This is an optimization exercise on Yosys and OpenROAD, whose aim is small area, not a production implementation.
The RTL was checked by simulation tests, not by an equivalence proof against the original design.
The flow treats the clock pin as an ideal source. Dropping or thinning the clock tree relies on that and would not hold on a real chip.
No activity file was given, so power comes from the tool's default toggle rates.

// update_flash
module update_flash (
	input	wire				sys_clk,
	input	wire				sys_rst_n,
	output	wire				flash_cs_n_o,
	output	reg				flash_sck_o,
	output	wire				flash_mosi_o,
	input	wire				flash_miso_i,
	input	wire				flash_erase_en_i,
	input	wire	[23:0]			flash_prog_size_i,
	output	wire				flash_erase_busy_o,
	input	wire				flash_wr_en_i,
	output	wire				flash_wr_ready_o,
	output	wire				flash_writing_o,
	input	wire	[7:0]			flash_wr_data_i,
	output	wire				flash_wr_req_o,
	input	wire				flash_wr_done_i
);
	parameter		BASEADDR	= 24'h0;
	reg	[1:0]			st;
	reg	[23:0]			prog_byte;
	reg	[15:0]			tad;		 
	reg				tz;		 
	reg	[2:0]			dph;
	reg				op;		 
	reg				erase_done;
	reg	[3:0]			c4;
	reg	[8:0]			bx;
	reg				sbusy;		 
	reg	[7:0]			sh;		 
	reg	[7:0]			wdat;
	wire		st_idle	= ( st == 2'b00 );
	wire		st_e	= st[1];
	wire		st_w	= ( st == 2'b01 );
	wire		d_idle	= ( dph == 3'd0 );
	wire		d_wait	= dph[0];
	wire		d_act	= !dph[0] && ( dph != 3'd0 );
	wire		c4_0	= ( c4 == 4'd0 );
	wire		c4_1	= ( c4 == 4'd1 );
	wire		c4_2	= ( c4 == 4'd2 );
	wire		ph4	= ( dph == 3'd4 );
	wire		ph6	= ( dph == 3'd6 );
	wire	[15:0]	tsrc	= { tad[15:8], tad[7:0] | { 8{ st_e } } };
	reg	[15:0]	tinc;
	reg	[23:0]	pdec;
	reg		cmp;
	reg		cy;
	integer		i;
	always @* begin
		cy = 1'b1;
		for ( i = 0; i < 16; i = i + 1 ) begin
			tinc[i] = tsrc[i] ^ cy;
			cy = cy && tsrc[i];
		end
		cmp = 1'b1;
		for ( i = 0; i < 16; i = i + 1 )
			cmp = cmp && !prog_byte[i];
		for ( i = 16; i < 24; i = i + 1 )
			cmp = ( tinc[i-8] && !prog_byte[i] ) || ( ( tinc[i-8] || !prog_byte[i] ) && cmp );
  ...
Size: roughly 45 I/O pins, roughly 4500 µm² of cells after synthesis.
export LEC_CHECK = 0
export CAP_MARGIN = 20
export CORE_MARGIN = 2
export CORE_UTILIZATION = 75
export SLEW_MARGIN = 20
create_clock -name core_clock -period 10.0 [get_ports {sys_clk}]
standard.sh (not shown) runs the stock make flow with config.mk's settings and CLKGATE_MAP_FILE= SYNTH_SCRIPT=/design/flow/synth_recipe.tcl, a recipe that flattens the netlist after the stock synthesis.
==> flow/flow/run.sh <==
#!/bin/bash
# Own layout flow: the standard ORFS flow (standard.sh, with its synthesis
# unchanged), with three changes to how the layout is made:
#  - after the floorplan, the combinational logic is re-mapped for area by
#    OpenROAD's restructure (flow/post_floorplan.tcl); registers are kept;
#  - the port buffers are the smallest buffer cell (buf_1) instead of the
#    cell buffer_ports picks by default;
#  - the clock tree is one clkbuf_16 per quarter of the die, driven by the
#    clock port (flow/pre_cts.tcl), instead of TritonCTS's H-tree.
set -euo pipefail
here=$(pwd)
export MY_FLOW_WORK="$here"
export POST_FLOORPLAN_TCL="$here/flow/post_floorplan.tcl"
export BUFFER_PORTS_ARGS="-buffer_cell sky130_fd_sc_hd__buf_1"
export PRE_CTS_TCL="$here/flow/pre_cts.tcl"
export MY_CTS_CELL=sky130_fd_sc_hd__clkbuf_16
export MY_CTS_NX=2
export MY_CTS_NY=2
bash standard.sh finish > "$here/standard_flow.log" 2>&1
==> flow/flow/filt_lib.py <==
import re, sys
# Copy a liberty file without the cells whose names match the pattern given.
src, dst, pat = sys.argv[1], sys.argv[2], re.compile(sys.argv[3])
out = []
skip = 0
depth = 0
with open(src) as f:
    for line in f:
        if skip:
            depth += line.count('{') - line.count('}')
            if depth <= 0:
                skip = 0
            continue
        m = re.match(r'\s*cell\s*\(\s*"?([A-Za-z0-9_]+)"?\s*\)', line)
        if m and pat.search(m.group(1)):
            skip = 1
            depth = line.count('{') - line.count('}')
            if depth <= 0 and '{' in line:
                skip = 0
            continue
        out.append(line)
open(dst, 'w').writelines(out)
==> flow/flow/post_floorplan.tcl <==
# Sourced by ORFS's floorplan.tcl (POST_FLOORPLAN_TCL) after the synthesized
# netlist is loaded and abc's buffers are removed. Re-maps the combinational
# logic for area with OpenROAD's restructure (ABC); flip-flops are untouched.
# restructure reads the cells from a copy of the platform's liberty file
# without the cells the platform marks don't-use (lpflow_*, probe*).
set my_dir $::env(MY_FLOW_WORK)/rmp
file mkdir $my_dir
set my_lib $my_dir/restructure.lib
exec python3 $::env(MY_FLOW_WORK)/flow/filt_lib.py [lindex $::env(LIB_FILES) 0] $my_lib {lpflow|probe}
puts "restructure: design area before"
report_design_area
restructure -target area -liberty_file $my_lib \
  -tielo_port [join $::env(TIELO_CELL_AND_PORT) /] \
  -tiehi_port [join $::env(TIEHI_CELL_AND_PORT) /] \
  -work_dir $my_dir -abc_logfile $my_dir/abc.log
puts "restructure: design area after"
report_design_area
Other scripts of this flow, unchanged in this note and not shown: flow/flow/pre_cts.tcl
Rerun with:
==> flow/flow/run.sh (replaced) <==
#!/bin/bash
# Own layout flow: the standard ORFS flow (standard.sh, with its synthesis
# unchanged), with two changes to how the layout is made:
#  - the port buffers are the smallest buffer cell (buf_1) instead of the
#    cell buffer_ports picks by default;
#  - the clock tree is one clkbuf per die region (flow/pre_cts.tcl) instead
#    of TritonCTS's H-tree of clkbuf_8/16 with dummy loads.
set -euo pipefail
here=$(pwd)
export BUFFER_PORTS_ARGS="-buffer_cell sky130_fd_sc_hd__buf_1"
export PRE_CTS_TCL="$here/flow/pre_cts.tcl"
export MY_CTS_CELL=sky130_fd_sc_hd__clkbuf_16
export MY_CTS_NX=2
export MY_CTS_NY=2
bash standard.sh finish > "$here/standard_flow.log" 2>&1
removed: flow/flow/filt_lib.py
removed: flow/flow/post_floorplan.tcl
The new run completed with no timing, DRC or antenna violations. Hold slack improved by 0.089 ns. Die area is unchanged. Routed wire length climbs by 12%. Synthesized cell count does not change.
Rerun with:
--- a/flow/flow/run.sh
+++ b/flow/flow/run.sh
@@ -3 +3,3 @@
-# unchanged), with two changes to how the layout is made:
+# unchanged), with three changes to how the layout is made:
+#  - after the floorplan, the combinational logic is re-mapped for area by
+#    OpenROAD's restructure (flow/post_floorplan.tcl); registers are kept;
@@ -6,2 +8,2 @@
-#  - the clock tree is one clkbuf per die region (flow/pre_cts.tcl) instead
-#    of TritonCTS's H-tree of clkbuf_8/16 with dummy loads.
+#  - the clock tree is one clkbuf_16 per quarter of the die, driven by the
+#    clock port (flow/pre_cts.tcl), instead of TritonCTS's H-tree.
@@ -9,0 +12,2 @@
+export MY_FLOW_WORK="$here"
+export POST_FLOORPLAN_TCL="$here/flow/post_floorplan.tcl"
==> flow/flow/filt_lib.py (new file) <==
import re, sys
# Copy a liberty file without the cells whose names match the pattern given.
src, dst, pat = sys.argv[1], sys.argv[2], re.compile(sys.argv[3])
out = []
skip = 0
depth = 0
with open(src) as f:
    for line in f:
        if skip:
            depth += line.count('{') - line.count('}')
            if depth <= 0:
                skip = 0
            continue
        m = re.match(r'\s*cell\s*\(\s*"?([A-Za-z0-9_]+)"?\s*\)', line)
        if m and pat.search(m.group(1)):
            skip = 1
            depth = line.count('{') - line.count('}')
            if depth <= 0 and '{' in line:
                skip = 0
            continue
        out.append(line)
open(dst, 'w').writelines(out)
==> flow/flow/post_floorplan.tcl (new file) <==
# Sourced by ORFS's floorplan.tcl (POST_FLOORPLAN_TCL) after the synthesized
# netlist is loaded and abc's buffers are removed. Re-maps the combinational
# logic for area with OpenROAD's restructure (ABC); flip-flops are untouched.
# restructure reads the cells from a copy of the platform's liberty file
# without the cells the platform marks don't-use (lpflow_*, probe*).
set my_dir $::env(MY_FLOW_WORK)/rmp
file mkdir $my_dir
set my_lib $my_dir/restructure.lib
exec python3 $::env(MY_FLOW_WORK)/flow/filt_lib.py [lindex $::env(LIB_FILES) 0] $my_lib {lpflow|probe}
puts "restructure: design area before"
report_design_area
restructure -target area -liberty_file $my_lib \
  -tielo_port [join $::env(TIELO_CELL_AND_PORT) /] \
  -tiehi_port [join $::env(TIEHI_CELL_AND_PORT) /] \
  -work_dir $my_dir -abc_logfile $my_dir/abc.log
puts "restructure: design area after"
report_design_area
- CORE_UTILIZATION: 75 -> 88
- PLACE_DENSITY: default -> 0.9
=>
- routed wire length falls by about 7%
- sequential cell count is unchanged
- total power rises by about 100%
- via count rises by 1.1%
- final cell count falls by about 4%
- sequential share of layout area rises by 5.3 points
- design area falls by about 10%
- global-route usage rises by 0.83 points
No run of this note takes its clock network from TritonCTS; it comes from the design's own scripts or RTL.

---

## run A
The RTL this note starts from:
==> flow/design.v <==
module update_flash (
	input	wire				sys_clk,
	input	wire				sys_rst_n,
	output	wire				flash_cs_n_o,
	output	reg				flash_sck_o,
	output	wire				flash_mosi_o,
	input	wire				flash_miso_i,
	input	wire				flash_erase_en_i,
	input	wire	[23:0]			flash_prog_size_i,
	output	wire				flash_erase_busy_o,
	input	wire				flash_wr_en_i,
	output	wire				flash_wr_ready_o,
	output	wire				flash_writing_o,
	input	wire	[7:0]			flash_wr_data_i,
	output	wire				flash_wr_req_o,
	input	wire				flash_wr_done_i
);
	parameter		BASEADDR	= 24'h0;
	reg	[1:0]			st;
	reg	[23:0]			progq;		 
	wire	[23:0]			prog_byte = ~progq;
	reg	[15:0]			tad;		 
	reg				tz;		 
	reg	[2:0]			dph;
	reg				op;		 
	reg				erase_done;
	reg	[3:0]			c4;
	reg	[8:0]			bx;
	reg				sbusy;		 
	reg				mosi;		 
	reg	[6:0]			sh;
	reg	[7:0]			wdat;
	wire		st_idle	= ( st == 2'b00 );
	wire		st_e	= st[1];
	wire		st_w	= ( st == 2'b01 );
	wire		d_idle	= ( dph == 3'd0 );
	wire		d_wait	= dph[0];
	wire		d_act	= !dph[0] && ( dph != 3'd0 );
	wire		c4_0	= ( c4 == 4'd0 );
	wire		c4_1	= ( c4 == 4'd1 );
	wire		c4_2	= ( c4 == 4'd2 );
	wire		ph4	= ( dph == 3'd4 );
	wire		ph6	= ( dph == 3'd6 );
	wire	[15:0]	tsrc	= { tad[15:8], tad[7:0] | { 8{ st_e } } };
	reg	[15:0]	tinc;
	reg	[23:0]	pnext;
	reg		cmp;
	reg		cy;
	integer		i;
	always @* begin
		cy = 1'b1;
		for ( i = 0; i < 16; i = i + 1 ) begin
			tinc[i] = tsrc[i] ^ cy;
			cy = cy && tsrc[i];
		end
		cmp = 1'b1;
		for ( i = 0; i < 16; i = i + 1 )
			cmp = cmp && !prog_byte[i];
		for ( i = 16; i < 24; i = i + 1 )
			cmp = ( tinc[i-8] && !prog_byte[i] ) || ( ( tinc[i-8] || !prog_byte[i] ) && cmp );
		cy = st_w && flash_wr_req_o;
		for ( i = 0; i < 24; i = i + 1 ) begin
			pnext[i] = prog_byte[i] ^ cy;
			cy = cy && !prog_byte[i];
		end
	end
	wire		pz	= ( prog_byte == 24'd0 );
	wire		ge	= tz ? pz : cmp;
	wire		erase_64k = ( st == 2'b10 ) && !ge;
	wire		to_write = st_e && ge && erase_done;
	wire		wr_en	= flash_wr_en_i && st_w;
	wire		req	= d_idle && ( erase_64k || wr_en );
	wire		more	= ph4 ? ( op ? bx[8] : !( bx[8] && !bx[7] ) ) : ( ph6 && sbusy );
	wire		w_end	= d_wait && ( c4 == ( dph == 3'd7 ? 4'd5 : 4'd7 ) );
	wire		w_start	= w_end && ( dph != 3'd7 );
	wire		a_start	= d_act && c4_0 && more;
	wire		a_end	= d_act && c4_0 && !more;
	wire		start	= w_start || a_start;
	wire		adv	= req || w_end || a_end;
	wire		data_byte = ph4 && !op && !bx[8];
	wire	[23:0]	faddr	= BASEADDR + { tad, 8'h00 };
	reg	[7:0]			ld;
	always @* begin
		if ( dph == 3'd2 )
			ld = 8'h06;
		else if ( ph6 )
			ld = 8'h05;
		else if ( bx[8] && bx[7] ) case ( bx[1:0] )
			2'd1:	 ld = op ? 8'hD8 : 8'h02;
			2'd2:	 ld = faddr[23:16];
			default: ld = faddr[15:8];
		endcase
		else if ( bx == 9'd0 )
			ld = faddr[7:0];
		else
			ld = wdat;
	end
	wire		shift	= c4[0] && ( d_act || ( d_wait && c4_1 ) );
	wire		load	= d_act && c4_1 && ( !ph6 || bx[1:0] == 2'd1 );
	assign	flash_mosi_o	= mosi;
	assign	flash_cs_n_o	= !( d_act || ( d_wait && c4_1 ) );
	assign	flash_wr_req_o	= data_byte && c4_1;
	assign	flash_erase_busy_o	= st_e;
	assign	flash_writing_o		= st_w;
	assign	flash_wr_ready_o	= st_w && d_idle;
always @ ( posedge sys_clk or negedge sys_rst_n ) begin
	if ( !sys_rst_n ) begin
		st <= 2'b00;
		dph <= 3'd0;
		op <= 1'b0;
		mosi <= 1'b1;
		flash_sck_o <= 1'b1;
	end else begin
		case ( st )
		2'b00:	 st <= flash_erase_en_i ? 2'b11 : 2'b00;
		2'b01:	 st <= ( pz || flash_wr_done_i ) ? 2'b00 : 2'b01;
		default: st <= to_write ? 2'b01 : 2'b10;
		endcase
		if ( adv )
			dph <= dph + 3'd1;
		if ( d_idle )
			op <= erase_64k;
		if ( load )
			mosi <= ld[7];
		else if ( shift )
			mosi <= sh[6];
		flash_sck_o <= d_act && !c4[0];
	end
end
always @ ( posedge sys_clk ) begin
	if ( req )
		tz <= 1'b0;
	else if ( st_idle || to_write )
		tz <= 1'b1;
	erase_done <= d_idle && op;
	sh <= ( {7{ load }} & ld[6:0] ) | ( {7{ !load && shift }} & { sh[5:0], 1'b1 } ) | ( {7{ !load && !shift }} & sh );
	if ( start )
		c4 <= 4'd1;
	else if ( d_idle )
		c4 <= 4'd6;
	else
		c4 <= c4 + 4'd1;
	if ( d_wait || d_idle )
		bx <= { 8'b11111110, start };
	else if ( start && !( ph6 && bx[1:0] == 2'd3 ) )
		bx <= bx + 9'd1;
	if ( !ph6 )
		sbusy <= 1'b1;
	else if ( c4_1 && bx[1:0] == 2'd3 )
		sbusy <= flash_miso_i;
	if ( data_byte && c4_2 )
		wdat <= flash_wr_data_i;
	progq <= ~( st_idle ? flash_prog_size_i : pnext );
	tad <= ( tad & {16{ !req }} ) | ( tinc & {16{ req && !tz }} );
end
endmodule
clock: 10.0 ns
lec_check: 0
cap_margin: 20
core_margin: 2
core_utilization: 75
slew_margin: 20
==> flow/flow/run.sh <==
#!/bin/bash
# Own layout flow: the standard ORFS flow (standard.sh, with its synthesis
# unchanged), with three changes to how the layout is made:
#  - after the floorplan, the combinational logic is re-mapped for area by
#    OpenROAD's restructure (flow/post_floorplan.tcl); registers are kept;
#  - the port buffers are the smallest buffer cell (buf_1) instead of the
#    cell buffer_ports picks by default;
#  - the clock tree is three buf_12, each driving a third of the flip-flops
#    (bands along y), driven by the clock port (flow/pre_cts.tcl), instead
#    of TritonCTS's H-tree.
set -euo pipefail
here=$(pwd)
export MY_FLOW_WORK="$here"
export POST_FLOORPLAN_TCL="$here/flow/post_floorplan.tcl"
export BUFFER_PORTS_ARGS="-buffer_cell sky130_fd_sc_hd__buf_1"
export PRE_CTS_TCL="$here/flow/pre_cts.tcl"
export MY_CTS_CELL=sky130_fd_sc_hd__buf_12
export MY_CTS_N=3
export MY_CTS_AXIS=y
bash standard.sh finish > "$here/standard_flow.log" 2>&1
==> flow/flow/post_floorplan.tcl <==
# Sourced by ORFS's floorplan.tcl (POST_FLOORPLAN_TCL) after the synthesized
# netlist is loaded and abc's buffers are removed. Re-maps the combinational
# logic for area with OpenROAD's restructure (ABC); flip-flops are untouched.
# restructure reads the cells from a copy of the platform's liberty file
# without the cells the platform marks don't-use (lpflow_*, probe*).
set my_dir $::env(MY_FLOW_WORK)/rmp
file mkdir $my_dir
set my_lib $my_dir/restructure.lib
exec python3 $::env(MY_FLOW_WORK)/flow/filt_lib.py [lindex $::env(LIB_FILES) 0] $my_lib {lpflow|probe}
puts "restructure: design area before"
report_design_area
restructure -target area -liberty_file $my_lib \
  -tielo_port [join $::env(TIELO_CELL_AND_PORT) /] \
  -tiehi_port [join $::env(TIEHI_CELL_AND_PORT) /] \
  -work_dir $my_dir -abc_logfile $my_dir/abc.log
puts "restructure: design area after"
report_design_area
==> flow/flow/pre_cts.tcl <==
# Sourced by ORFS's cts.tcl (PRE_CTS_TCL) before clock_tree_synthesis runs.
# The design has under a hundred flip-flops, so the clock tree is made here
# by hand instead of TritonCTS's H-tree: the clock port drives MY_CTS_N leaf buffers; the
# flip-flops are split into MY_CTS_N groups of (nearly) equal size by
# position (bands along y, or along x when MY_CTS_AXIS is x), and each leaf
# buffer, placed at its group's centre, drives the clock pins of one group.
proc my_cts { cell n axis } {
  set block [ord::get_db_block]
  set sinks {}
  foreach pin [get_pins -of_objects [get_nets sys_clk]] {
    if { [get_property $pin direction] != "input" } { continue }
    set inst [sta::sta_to_db_inst [get_cells -of_objects $pin]]
    set bb [$inst getBBox]
    set cx [expr {([$bb xMin] + [$bb xMax]) / 2}]
    set cy [expr {([$bb yMin] + [$bb yMax]) / 2}]
    lappend sinks [list $pin $cx $cy]
  }
  set key [expr {$axis == "x" ? 1 : 2}]
  set sinks [lsort -integer -index $key $sinks]
  set total [llength $sinks]
  for {set k 0} {$k < $n} {incr k} {
    set lo [expr {$k * $total / $n}]
    set hi [expr {($k + 1) * $total / $n - 1}]
    set sx 0; set sy 0; set pins {}
    foreach m [lrange $sinks $lo $hi] {
      lappend pins [lindex $m 0]
      set sx [expr {$sx + [lindex $m 1]}]
      set sy [expr {$sy + [lindex $m 2]}]
    }
    set c [llength $pins]
    insert_buffer -buffer_cell $cell -net sys_clk -load_pins $pins \
      -location [list [expr {$sx / $c / 1000.0}] [expr {$sy / $c / 1000.0}]] \
      -buffer_name clkbuf_leaf_$k -net_name clknet_leaf_$k
    puts "my_cts: clkbuf_leaf_$k ($cell) for $c clock pins"
  }
}

rename clock_tree_synthesis orfs_clock_tree_synthesis
proc clock_tree_synthesis { args } {
  my_cts $::env(MY_CTS_CELL) $::env(MY_CTS_N) $::env(MY_CTS_AXIS)
  set_propagated_clock [all_clocks]
}
Other scripts of this flow, unchanged in this note and not shown: flow/flow/filt_lib.py
Run A: no failed stages, no open violations at the end
Edits applied to the flow inputs when going from run A to run B:
diff --git a/flow/flow/run.sh b/flow/flow/run.sh
--- a/flow/flow/run.sh
+++ b/flow/flow/run.sh
@@ -8,3 +8,2 @@
-#  - the clock tree is three buf_12, each driving a third of the flip-flops
-#    (bands along y), driven by the clock port (flow/pre_cts.tcl), instead
-#    of TritonCTS's H-tree.
+#  - the clock tree is one buf_12 per quarter of the die,
+#    driven by the clock port (flow/pre_cts.tcl), instead of TritonCTS's H-tree.
@@ -18,2 +17,2 @@
-export MY_CTS_N=3
-export MY_CTS_AXIS=y
+export MY_CTS_NX=2
+export MY_CTS_NY=2
==> flow/flow/pre_cts.tcl <==
# Sourced by ORFS's cts.tcl (PRE_CTS_TCL) before clock_tree_synthesis runs.
# The design has under a hundred flip-flops, so the clock tree is made here
# by hand instead of TritonCTS's H-tree: the clock port drives one leaf
# buffer per region of the die (MY_CTS_NX x MY_CTS_NY regions), and each
# leaf buffer drives the clock pins of the flip-flops in its region.
proc my_cts { cell nx ny } {
  set block [ord::get_db_block]
  set die [$block getDieArea]
  set x0 [$die xMin]; set y0 [$die yMin]
  set w [expr {[$die xMax] - $x0}]; set h [expr {[$die yMax] - $y0}]
  set groups [dict create]
  foreach pin [get_pins -of_objects [get_nets sys_clk]] {
    if { [get_property $pin direction] != "input" } { continue }
    set inst [sta::sta_to_db_inst [get_cells -of_objects $pin]]
    set bb [$inst getBBox]
    set cx [expr {([$bb xMin] + [$bb xMax]) / 2}]
    set cy [expr {([$bb yMin] + [$bb yMax]) / 2}]
    set gx [expr {min($nx - 1, int(($cx - $x0) * $nx / $w))}]
    set gy [expr {min($ny - 1, int(($cy - $y0) * $ny / $h))}]
    dict lappend groups "$gx,$gy" [list $pin $cx $cy]
  }
  set k 0
  dict for {key members} $groups {
    set sx 0; set sy 0; set pins {}
    foreach m $members {
      lappend pins [lindex $m 0]
      set sx [expr {$sx + [lindex $m 1]}]
      set sy [expr {$sy + [lindex $m 2]}]
    }
    set n [llength $pins]
    insert_buffer -buffer_cell $cell -net sys_clk -load_pins $pins \
      -location [list [expr {$sx / $n / 1000.0}] [expr {$sy / $n / 1000.0}]] \
      -buffer_name clkbuf_leaf_$k -net_name clknet_leaf_$k
    puts "my_cts: clkbuf_leaf_$k ($cell) for $n clock pins"
    incr k
  }
  puts "my_cts: the clock port net has [llength [[$block findNet sys_clk] getITerms]] cell pins"
}

rename clock_tree_synthesis orfs_clock_tree_synthesis
proc clock_tree_synthesis { args } {
  my_cts $::env(MY_CTS_CELL) $::env(MY_CTS_NX) $::env(MY_CTS_NY)
  set_propagated_clock [all_clocks]
}
### Flow results
- Diff run A -> run B: post-layout worst setup margin -0.040 ns; critical path depth neither gained nor lost much; minimum clock period after layout went up; detailed-route via count picked up an extra about 0.9%; worst hold margin essentially unchanged.
- First-pass GRT wire length in run B is 1.3% higher than in run A
- Status: combinational power share parity (run B, run A)
- Run B reports a higher overall power than run A does.
Relative to run B, the following input files were edited for run C:
diff --git a/flow/flow/post_floorplan.tcl b/flow/flow/post_floorplan.tcl
--- a/flow/flow/post_floorplan.tcl
+++ b/flow/flow/post_floorplan.tcl
@@ -3 +3,2 @@
-# logic for area with OpenROAD's restructure (ABC); flip-flops are untouched.
+# logic for area with OpenROAD's restructure (ABC), three passes; flip-flops
+# are untouched.
@@ -12,6 +13,8 @@
-restructure -target area -liberty_file $my_lib \
-  -tielo_port [join $::env(TIELO_CELL_AND_PORT) /] \
-  -tiehi_port [join $::env(TIEHI_CELL_AND_PORT) /] \
-  -work_dir $my_dir -abc_logfile $my_dir/abc.log
-puts "restructure: design area after"
-report_design_area
+for {set pass 1} {$pass <= 3} {incr pass} {
+  restructure -target area -liberty_file $my_lib \
+    -tielo_port [join $::env(TIELO_CELL_AND_PORT) /] \
+    -tiehi_port [join $::env(TIEHI_CELL_AND_PORT) /] \
+    -work_dir $my_dir -abc_logfile $my_dir/abc_$pass.log
+  puts "restructure: design area after pass $pass"
+  report_design_area
+}
Results
- Hold slack delta for run C relative to run B: 0.018 ns lower
- Run C -> run B: max-slew violation count delta 0, exact match
- A critical path capture point of tad[13]$_DFF_P_ is what run B shows, while tad[1]$_DFF_P_ belongs to run C.
- Changes observed in run C relative to run B: multi-input combinational gate total has decreased, fraction of area in multi-input gates has decreased, minimum setup slack in the final design has decreased.
- For run B and run C, there was not a single run that failed to finish clean.
- Diff run B -> run C: power -about 0.5%, clock network fraction of total power lost 0.4 points, clock transition at the register clock pins on the worst setup and hold paths after CTS increased 0.02 ns.
No run of this note takes its clock network from TritonCTS; it comes from the design's own scripts or RTL.

[separate check: timing with driven ports]
The results above use ideal ports. As a check the final layouts listed here were re-extracted and re-timed, cells and wires unchanged. Step 1: set_driving_cell puts a clkbuf_16 on sys_clk and a buf_2 on each other input, an assumption about the parent block. Step 2 times the ports against the registers' clock, not the clock port: input delays grow and output delays shrink by t, the midpoint of the rising clock arrivals with the driver on. Three values: ideal ports, drivers, drivers and shift; two values: the first two.
run | t, ns | slack for setup (ns) | slew at the worst register clock pin (ns)
the first run of note 1 | 0.223 | 4.553 / 4.553 / 4.553 | 0.09 / 0.09
the second run of note 1 | 0.225 | 4.856 / 4.856 / 4.856 | 0.09 / 0.09
the third run of note 1 | 0.221 | 4.264 / 4.264 / 4.264 | 0.08 / 0.08
run A | 0.198 | 4.547 / 4.547 / 4.547 | 0.10 / 0.10
run B | 0.210 | 4.507 / 4.507 / 4.507 | 0.09 / 0.09
run C | 0.201 | 4.390 / 4.390 / 4.390 | 0.09 / 0.09
After both steps setup and hold are still met in every run listed.
